From an optimization exercise on the open Yosys and OpenROAD flow, aimed at small area and a short achievable clock period; shortcuts taken in it are not production practice. At most, simulation tests tie the RTL to the original design; equivalence was not proved. No activity file was given, so power comes from the tool's default toggle rates.

## pe_array
module pe_array (
  input wire [3:0] sw_output_1,
  input wire [3:0] sw_output_2,
  input wire [3:0] sw_output_3,
  input wire [3:0] sw_output_4,
  input wire [3:0] sw_output_5,
  input wire [3:0] sw_output_6,
  input wire [3:0] sw_output_7,
  input wire [3:0] sw_output_8,
  input wire [3:0] sw_output_9,
  input wire [3:0] sw_output_10,
  input wire [3:0] sw_output_11,
  input wire [3:0] sw_output_12,
  input wire [3:0] sw_output_13,
  input wire [3:0] sw_output_14,
  input wire [3:0] sw_output_15,
  input wire [3:0] sw_output_16,
  input wire [3:0] sw_output_17,
  input wire [3:0] sw_output_18,
  input wire [3:0] sw_output_19,
  input wire [3:0] sw_output_20,
  input wire [3:0] sw_output_21,
  input wire [3:0] sw_output_22,
  input wire [3:0] sw_output_23,
  input wire [3:0] sw_output_24,
  input wire [3:0] sw_output_25,
  input wire [3:0] sw_output_26,
  input wire [3:0] sw_output_27,
  input wire [3:0] sw_output_28,
  input wire [3:0] sw_output_29,
  input wire [3:0] sw_output_30,
  input wire [3:0] sw_output_31,
  input wire [3:0] sw_output_32,
  input wire [3:0] sw_output_33,
  input wire [3:0] sw_output_34,
  input wire [3:0] sw_output_35,
  input wire [3:0] sw_output_36,
  input wire [3:0] sw_output_37,
  input wire [3:0] sw_output_38,
  input wire [3:0] sw_output_39,
  input wire [3:0] sw_output_40,
  input wire [3:0] sw_output_41,
  input wire [3:0] sw_output_42,
  input wire [3:0] sw_output_43,
  input wire [3:0] sw_output_44,
  input wire [3:0] sw_output_45,
  input wire [3:0] sw_output_46,
  input wire [3:0] sw_output_47,
  input wire [3:0] sw_output_48,
  input wire [3:0] sw_output_49,
  input wire [3:0] sw_output_50,
  input wire [3:0] sw_output_51,
  input wire [3:0] sw_output_52,
  ...
export LEC_CHECK = 0
export CAP_MARGIN = 20
export CORE_MARGIN = 2
export CORE_UTILIZATION = 60
export CTS_CLUSTER_DIAMETER = 100
export CTS_CLUSTER_SIZE = 30
export SETUP_SLACK_MARGIN = 2.0
export SLEW_MARGIN = 20
export SYNTH_HIERARCHICAL = 1
create_clock -name core_clock -period 4.5 [get_ports {clk}]
standard.sh (not shown) runs the stock make flow with config.mk's settings and CLKGATE_MAP_FILE= SYNTH_SCRIPT=/design/flow/synth_recipe.tcl, a recipe that flattens the netlist after the stock synthesis.
==> flow/flow/run.sh <==
#!/bin/bash
# Standard layout, with plain buffers (instead of delay cells) on the ports,
# and the enable and output pins kept together on one edge.
set -euo pipefail
bash standard.sh "BUFFER_PORTS_ARGS=-buffer_cell sky130_fd_sc_hd__buf_1" "IO_CONSTRAINTS=$PWD/flow/io.tcl" finish > standard_flow.log 2>&1
==> flow/flow/io.tcl <==
# keep the enable and the outputs together on one edge, the enable in the middle
set_io_pin_constraint -region right:* -group -order -pin_names {final_output_1[0] final_output_1[1] final_output_1[2] final_output_1[3] final_output_1[4] final_output_1[5] final_output_1[6] final_output_1[7] final_output_1[8] final_output_1[9] final_output_1[10] final_output_1[11] final_output_2[0] final_output_2[1] final_output_2[2] final_output_2[3] final_output_2[4] final_output_2[5] final_output_2[6] final_output_2[7] final_output_2[8] final_output_2[9] final_output_2[10] final_output_2[11] final_output_3[0] final_output_3[1] final_output_3[2] final_output_3[3] final_output_3[4] final_output_3[5] final_output_3[6] final_output_3[7] final_output_3[8] final_output_3[9] final_output_3[10] final_output_3[11] final_output_4[0] final_output_4[1] final_output_4[2] final_output_4[3] final_output_4[4] final_output_4[5] final_output_4[6] final_output_4[7] final_output_4[8] final_output_4[9] final_output_4[10] final_output_4[11] final_output_5[0] final_output_5[1] final_output_5[2] final_output_5[3] final_output_5[4] final_output_5[5] pe_array_enable final_output_5[6] final_output_5[7] final_output_5[8] final_output_5[9] final_output_5[10] final_output_5[11] final_output_6[0] final_output_6[1] final_output_6[2] final_output_6[3] final_output_6[4] final_output_6[5] final_output_6[6] final_output_6[7] final_output_6[8] final_output_6[9] final_output_6[10] final_output_6[11] final_output_7[0] final_output_7[1] final_output_7[2] final_output_7[3] final_output_7[4] final_output_7[5] final_output_7[6] final_output_7[7] final_output_7[8] final_output_7[9] final_output_7[10] final_output_7[11] final_output_8[0] final_output_8[1] final_output_8[2] final_output_8[3] final_output_8[4] final_output_8[5] final_output_8[6] final_output_8[7] final_output_8[8] final_output_8[9] final_output_8[10] final_output_8[11] final_output_9[0] final_output_9[1] final_output_9[2] final_output_9[3] final_output_9[4] final_output_9[5] final_output_9[6] final_output_9[7] final_output_9[8] final_output_9[9] final_output_9[10] final_output_9[11]}
Change:
CORE_UTILIZATION = 70   (was 60)
SETUP_SLACK_MARGIN = 2.15   (was 2.0)
What happened:
- die area falls by about 14%
- non-clock buffer count goes up by 2
- final area shrinks by about 0.33%
- core utilization is higher by 10 points
- global-route usage climbs by 3.2 points
- clock power fell by about 4.6%

* * *

pe_array, a different RTL version from the one above (not shown whole).
Size in the first run: ~7700 cells after synthesis, about 1700 flip-flops, ~760 I/O pins, ~86000 sq um of cells after synthesis.
Settings: LEC_CHECK=0, CAP_MARGIN=20, CORE_MARGIN=2, CORE_UTILIZATION=40, GPL_TIMING_DRIVEN=0, SLEW_MARGIN=20; clock period 4.5 ns.
run.sh (not shown) runs the stock make flow with config.mk's settings and CLKGATE_MAP_FILE= SYNTH_SCRIPT=/design/flow/synth_recipe.tcl, a recipe that flattens the netlist after the stock synthesis.
Stock flow here: none of the scripts above is used.
The first run ran to the end with violations: setup timing.
Next try:
--- a/flow/config.mk
+++ b/flow/config.mk
@@ -9,4 +9,5 @@
 export CORE_MARGIN = 2
-export CORE_UTILIZATION = 40
+export CORE_UTILIZATION = 55
 export GPL_TIMING_DRIVEN = 0
+export SETUP_SLACK_MARGIN = 1.0
 export SLEW_MARGIN = 20
The changed run completed and failed the layout checks on setup timing.
Synthesized area is unchanged.
Design area grows by a few percent.
Sequential power barely changes.
Core utilization grows by 21 points.
Register-to-register slack is about the same.
Combinational power grows by a little under a tenth.
Fmax stays flat.
Worst setup slack is worse by 8.8 ps.
Via count grows by a few percent.
No functional check of the RTL was part of any run of this note.

* * *

## tundra
pe_array, a different RTL version from the one above (not shown whole).
Size: roughly 760 I/O pins.
export LEC_CHECK = 0
export CAP_MARGIN = 20
export CORE_MARGIN = 2
export CORE_UTILIZATION = 60
export SETUP_SLACK_MARGIN = 1.3
export SLEW_MARGIN = 20
create_clock -name core_clock -period 4.5 [get_ports {clk}]
standard.sh (not shown) runs the stock make flow with config.mk's settings and CLKGATE_MAP_FILE= SYNTH_SCRIPT=/design/flow/synth_recipe.tcl, a recipe that flattens the netlist after the stock synthesis.
==> flow/flow/run.sh <==
#!/bin/bash
# Standard layout, with plain buffers (instead of delay cells) on the ports.
set -euo pipefail
bash standard.sh "BUFFER_PORTS_ARGS=-buffer_cell sky130_fd_sc_hd__buf_2" finish > standard_flow.log 2>&1
> inputs changed (tundra -> willow)
- changing SETUP_SLACK_MARGIN from 1.3 to 2.0
==> results.txt <==
As far as cell depth of the worst min-delay path goes, tundra and willow are indistinguishable; the numbers are identical. willow reports its end of the critical path as s_8_8[5]$_DFF_P_ while tundra reports final_output_7[4]. [compare] base=tundra new=willow: wire length of the first global-routing pass went down by 0.44%, via count comparable, count of clock-buffer cells in the layout grew by about 1.4%, clock skew shows a reduction of 0.0037 ns.
No run of this note included a check of the RTL's function; only the layout flow was run.

* * *

lane 1:
Another version of the RTL of pe_array (not shown whole).
For scale: about 2000 flip-flops, roughly 760 I/O pins, ~97000 sq um of cells after synthesis.
clock: 4.5 ns
lec_check: 0
cap_margin: 20
core_margin: 2
core_utilization: 60
cts_cluster_diameter: 100
cts_cluster_size: 30
setup_slack_margin: 2.0
slew_margin: 20
synth_hierarchical: 1
Scripts as last shown in full above: flow/flow/run.sh
Lane 1 completed; timing, DRC and antenna clean
Changes in lane 4 relative to lane 1:
--- a/flow/config.mk
+++ b/flow/config.mk
@@ -10,4 +10,4 @@
 export CORE_UTILIZATION = 60
-export CTS_CLUSTER_DIAMETER = 100
-export CTS_CLUSTER_SIZE = 30
+export CTS_CLUSTER_DIAMETER = 80
+export CTS_CLUSTER_SIZE = 24
 export SETUP_SLACK_MARGIN = 2.0
## What came out
Lane 4 -> lane 1: clock period minus worst slack flat. Lane 4 vs. lane 1: detailed route wirelength on metal3 went up by 650 um. Lane 4: number of iterations in the first detailed-routing pass 1 above lane 1. Lane 4 -> lane 1: non-clock buffer count delta 0, exact match.
No run of this note included a check of the RTL's function; only the layout flow was run.

* * *

build 50:
Another version of the RTL of pe_array (not shown whole).
Size in the first run: ~7300 cells after synthesis, roughly 93000 um2 of cells after synthesis.
Settings: LEC_CHECK=0, CAP_MARGIN=20, CORE_MARGIN=2, CORE_UTILIZATION=60, CTS_BUF_LIST=sky130_fd_sc_hd__clkbuf_4, SETUP_SLACK_MARGIN=2.0, SLEW_MARGIN=20, SYNTH_HIERARCHICAL=1; clock period 4.5 ns.
Scripts as last shown in full above: flow/flow/run.sh
[inputs] trial 71 vs build 50
- CTS_BUF_LIST removed (was sky130_fd_sc_hd__clkbuf_4)
- The lower number of non-clock buffers in the layout came out of trial 71.
- In the metrics for trial 71 and build 50, the one carrying the lower slew at the pin closest to its max-slew limit is trial 71.
- Post-route fraction of the period consumed by the critical path is lower on trial 71
- Trial 71 against build 50: via count of the routed design moved down; total chip power rose by 5.5%; combinational power share lost 1.3 points.
- Max post-layout net count across trial 71 and build 50: build 50

* * *

## the baseline
pe_array with an RTL version that a note above also has.
Size in the first run: ~92000 um^2 of cells after synthesis.
// pe_array
module pe_array (
  input wire [3:0] sw_output_1,
  input wire [3:0] sw_output_2,
  input wire [3:0] sw_output_3,
  input wire [3:0] sw_output_4,
  input wire [3:0] sw_output_5,
  input wire [3:0] sw_output_6,
  input wire [3:0] sw_output_7,
  input wire [3:0] sw_output_8,
  input wire [3:0] sw_output_9,
  input wire [3:0] sw_output_10,
  input wire [3:0] sw_output_11,
  input wire [3:0] sw_output_12,
  input wire [3:0] sw_output_13,
  input wire [3:0] sw_output_14,
  input wire [3:0] sw_output_15,
  input wire [3:0] sw_output_16,
  input wire [3:0] sw_output_17,
  input wire [3:0] sw_output_18,
  input wire [3:0] sw_output_19,
  input wire [3:0] sw_output_20,
  input wire [3:0] sw_output_21,
  input wire [3:0] sw_output_22,
  input wire [3:0] sw_output_23,
  input wire [3:0] sw_output_24,
  input wire [3:0] sw_output_25,
  input wire [3:0] sw_output_26,
  input wire [3:0] sw_output_27,
  input wire [3:0] sw_output_28,
  input wire [3:0] sw_output_29,
  input wire [3:0] sw_output_30,
  input wire [3:0] sw_output_31,
  input wire [3:0] sw_output_32,
  input wire [3:0] sw_output_33,
  input wire [3:0] sw_output_34,
  input wire [3:0] sw_output_35,
  input wire [3:0] sw_output_36,
  input wire [3:0] sw_output_37,
  input wire [3:0] sw_output_38,
  input wire [3:0] sw_output_39,
  input wire [3:0] sw_output_40,
  input wire [3:0] sw_output_41,
  input wire [3:0] sw_output_42,
  input wire [3:0] sw_output_43,
  input wire [3:0] sw_output_44,
  ...
==> flow/config.mk <==
export PLATFORM = sky130hd
export DESIGN_NAME = pe_array
export DESIGN_NICKNAME = pe_array
export VERILOG_FILES = /design/flow/design.v
export SDC_FILE = /design/flow/constraint.sdc
export NUM_CORES = 4
export LEC_CHECK = 0
export CAP_MARGIN = 20
export CORE_MARGIN = 2
export CORE_UTILIZATION = 60
export CTS_CLUSTER_DIAMETER = 100
export CTS_CLUSTER_SIZE = 30
export SETUP_SLACK_MARGIN = 2.3
export SLEW_MARGIN = 20
export SYNTH_HIERARCHICAL = 1
==> flow/constraint.sdc <==
create_clock -name core_clock -period 4.5 [get_ports {clk}]
set_input_delay 0.9000 -clock core_clock [delete_from_list [all_inputs] [get_ports {clk}]]
set_output_delay 0.9000 -clock core_clock [all_outputs]
set_load 0.01 [all_outputs]
==> flow/flow/run.sh <==
#!/bin/bash
# Standard layout, with plain buffers (instead of delay cells) on the ports,
# and the enable and output pins kept together on one edge.
set -euo pipefail
bash standard.sh "BUFFER_PORTS_ARGS=-buffer_cell sky130_fd_sc_hd__buf_1" "IO_CONSTRAINTS=$PWD/flow/io.tcl" finish > standard_flow.log 2>&1
Scripts as last shown in full above: flow/flow/io.tcl
Input changes introduced in the candidate (baseline for comparison: the baseline):
Settings: swapping 2.3 for 2.15 in SETUP_SLACK_MARGIN.
[summary]
The candidate vs. the baseline: part of the cycle the worst path needs -0.58 points; final critical path time including I/O delays and setup -0.026 ns. The baseline vs the candidate, startpoint of the most critical setup path: o_0[1] vs o_0[0]. Cmp the candidate and the baseline / power density over cell area / lower: the baseline.

* * *

Setup of run A:
pe_array, a different RTL version from the one above (not shown whole).
Size in the first run: ~8,000 cells after synthesis, roughly 760 I/O pins, roughly 92,000 µm² of cells after synthesis.
clock: 4.5 ns
lec_check: 0
cap_margin: 20
core_margin: 2
core_utilization: 70
cts_cluster_diameter: 100
cts_cluster_size: 30
setup_slack_margin: 2.0
slew_margin: 20
synth_hierarchical: 1
==> flow/flow/run.sh <==
#!/bin/bash
# Standard layout, with plain buffers (instead of delay cells) on the ports.
set -euo pipefail
bash standard.sh "BUFFER_PORTS_ARGS=-buffer_cell sky130_fd_sc_hd__buf_1" finish > standard_flow.log 2>&1
Run A has completed all stages; timing, DRC and antenna checks passed.
Edits applied to the flow inputs when going from run A to run B:
- changing SETUP_SLACK_MARGIN from 2.0 to 2.15
- changing CORE_UTILIZATION from 70 to 60
- Run B completed end to end with timing, DRC and antenna clean.
- The initial antenna violation count number comes out lower for run A vs run B.
- Compared with run A, in run B standard cell area after detailed placement picked up an extra about 0.4%, area of the multi-input gates neither gained nor lost much.
- Changes observed in run B relative to run A: wire length of the first global-routing pass rose by 2.2%; cell count rose by 3.1%; routed wire length rose by about 3.3%.
[inputs] run C vs run B
- swapping 2.15 for 2.0 in SETUP_SLACK_MARGIN
==> flow/flow/run.sh <==
#!/bin/bash
# Standard layout, with plain buffers (instead of delay cells) on the ports.
set -euo pipefail
bash standard.sh "BUFFER_PORTS_ARGS=-buffer_cell sky130_fd_sc_hd__buf_2" finish > standard_flow.log 2>&1
==> comparison <==
Status: sequential share of cell area parity (run B, run C)
Comparing run C with run B, the via count came out essentially unchanged.
Looking at run C and run B, the design area is a wash.
Highest achievable clock rate shrinks by a few percent when moving from run B to run C.
Run C ends up with lower total wire length after detailed routing than run B does.

* * *

pe_array, a different RTL version from the one above (not shown whole).
Size in the first run: about 7000 cells after synthesis, ~760 I/O pins, ~93000 um^2 of cells after synthesis.
export LEC_CHECK = 0
export CAP_MARGIN = 20
export CORE_MARGIN = 2
export CORE_UTILIZATION = 60
export CTS_CLUSTER_DIAMETER = 100
export CTS_CLUSTER_SIZE = 30
export SETUP_SLACK_MARGIN = 2.0
export SLEW_MARGIN = 20
export SYNTH_HIERARCHICAL = 1
create_clock -name core_clock -period 4.5 [get_ports {clk}]
==> flow/flow/run.sh <==
#!/bin/bash
# Standard layout, with plain buffers (instead of delay cells) on the ports.
set -euo pipefail
bash standard.sh "BUFFER_PORTS_ARGS=-buffer_cell sky130_fd_sc_hd__buf_1" finish > standard_flow.log 2>&1
Rerun with:
==> flow/flow/run.sh (replaced) <==
#!/bin/bash
# Standard layout, with plain buffers (instead of delay cells) on the ports.
set -euo pipefail
bash standard.sh "BUFFER_PORTS_ARGS=-buffer_cell sky130_fd_sc_hd__buf_2" finish > standard_flow.log 2>&1
=>
- The new run went through all stages and came out clean
- sequential power hardly moves
- clock power is higher by about 1%
- global-route usage is higher by 0.16 points

* * *

## build 44
pe_array again, from the RTL that the note above started with.
Settings: LEC_CHECK=0, CAP_MARGIN=20, CORE_MARGIN=2, CORE_UTILIZATION=60, CTS_CLUSTER_DIAMETER=100, CTS_CLUSTER_SIZE=30, SETUP_SLACK_MARGIN=2.2, SLEW_MARGIN=20, SYNTH_HIERARCHICAL=1; clock period 4.5 ns.
==> flow/flow/run.sh <==
#!/bin/bash
# Standard layout, with plain buffers (instead of delay cells) on the ports.
set -euo pipefail
bash standard.sh "BUFFER_PORTS_ARGS=-buffer_cell sky130_fd_sc_hd__buf_2" finish > standard_flow.log 2>&1
## Diff of input files: build 54 against build 44
Settings: swapping 2.2 for 2.0 in SETUP_SLACK_MARGIN; swapping 60 for 70 in CORE_UTILIZATION.
### Flow results
- Looking only at fraction of the core area covered by cells at the end of the flow, and setting everything else aside, the lower value of build 44 and build 54 goes to build 44.
- Of build 44 and build 54, build 44 shows the lower overall track demand over capacity in global routing, with build 54 above it.
- Comparing build 44 and build 54, setup slack is higher on build 44.
- Build 44 → build 54: full die area has decreased; combinational power decreased by about 3% relative to the old numbers.
- Max horizontal die dimension across build 44 and build 54: build 44
Modified inputs, build 63 compared to build 54
Settings: removing CTS_CLUSTER_SIZE (formerly 30); changing CORE_UTILIZATION from 70 to 60; removing CTS_CLUSTER_DIAMETER (formerly 100).
Findings:
In summary, build 63 completed successfully, with a layout that passed the timing, DRC and antenna checks.
[build 63 vs build 54] clock network contribution to total cell area: higher in build 63
Measured against build 54, the total power of build 63 comes out at 1.2 times the reference value.
Taking build 54 as the reference point, the ratio of routed vias to standard cells of build 63 falls by 4.4%.
Relative to build 54, the maximum number of pins on one net before global-route repair measured on build 63 has increased by a few percent.
Build 63 vs. build 54: signed area change from the synthesized netlist to the final layout rose 5.6 points, final routed wirelength across all metal layers went up by 4.5%, worst vdd rail ir drop saw an increase.

re-timing with driven ports:
In the flow no input, the clock included, has a driving cell. The finished layouts below were timed again as built, in two steps.
Step 1 assumes that a clkbuf_16 drives the clock port and a buf_2 every other input.
Step 2 adds t to the input delays and takes it off the output delays; t is the mean of the earliest and latest rising clock arrival at the registers after step 1. Input paths then give back, and output paths get back, about the clock's delay inside the block.
Slacks: ideal ports / drivers / drivers and shift; pairs: ideal ports / drivers.
| run | t, ns | slack for setup (ns) | slew at the worst register clock pin (ns) |
|---|---|---|---|
| the first run of note 1 | 0.772 | 2.081 / 2.001 / 1.465 | 0.11 / 0.11 |
| the second run of note 1 | 0.762 | 2.187 / 2.078 / 1.418 | 0.12 / 0.12 |
| the first run of note 2 | 0.908 | -0.158 / -0.187 / -0.918 | 0.07 / 0.07 |
| the second run of note 2 | 0.880 | -0.166 / -0.166 / -0.806 | 0.07 / 0.07 |
| tundra | 0.889 | 1.450 / 1.425 / 0.916 | 0.06 / 0.06 |
| willow | 0.871 | 1.882 / 1.684 / 1.033 | 0.07 / 0.07 |
| lane 1 | 0.770 | 2.019 / 1.669 / 1.398 | 0.11 / 0.11 |
| lane 4 | 0.822 | 2.022 / 1.671 / 1.421 | 0.10 / 0.10 |
| build 50 | 1.335 | 1.656 / 1.618 / 0.590 | 0.07 / 0.07 |
| trial 71 | 0.870 | 1.934 / 1.703 / 1.088 | 0.06 / 0.06 |
| the baseline | 0.773 | 2.156 / 1.771 / 1.513 | 0.11 / 0.11 |
| the candidate | 0.773 | 2.182 / 2.077 / 1.473 | 0.11 / 0.11 |
| run A | 0.762 | 2.071 / 1.943 / 1.312 | 0.11 / 0.11 |
| run B | 0.769 | 2.134 / 1.908 / 1.328 | 0.12 / 0.12 |
| run C | 0.767 | 2.059 / 2.059 / 1.363 | 0.12 / 0.12 |
| the first run of note 8 | 0.766 | 2.054 / 1.833 / 1.342 | 0.12 / 0.12 |
| the second run of note 8 | 0.766 | 2.033 / 1.897 / 1.352 | 0.11 / 0.11 |
| build 44 | 0.768 | 2.032 / 1.691 / 1.438 | 0.11 / 0.11 |
| build 54 | 0.760 | 1.998 / 1.907 / 1.396 | 0.12 / 0.12 |
| build 63 | 0.872 | 2.048 / 1.919 / 1.349 | 0.06 / 0.06 |
The setup slack of build 50, which loses most, moves by -0.038 ns with the drivers and by -1.066 ns with both steps.
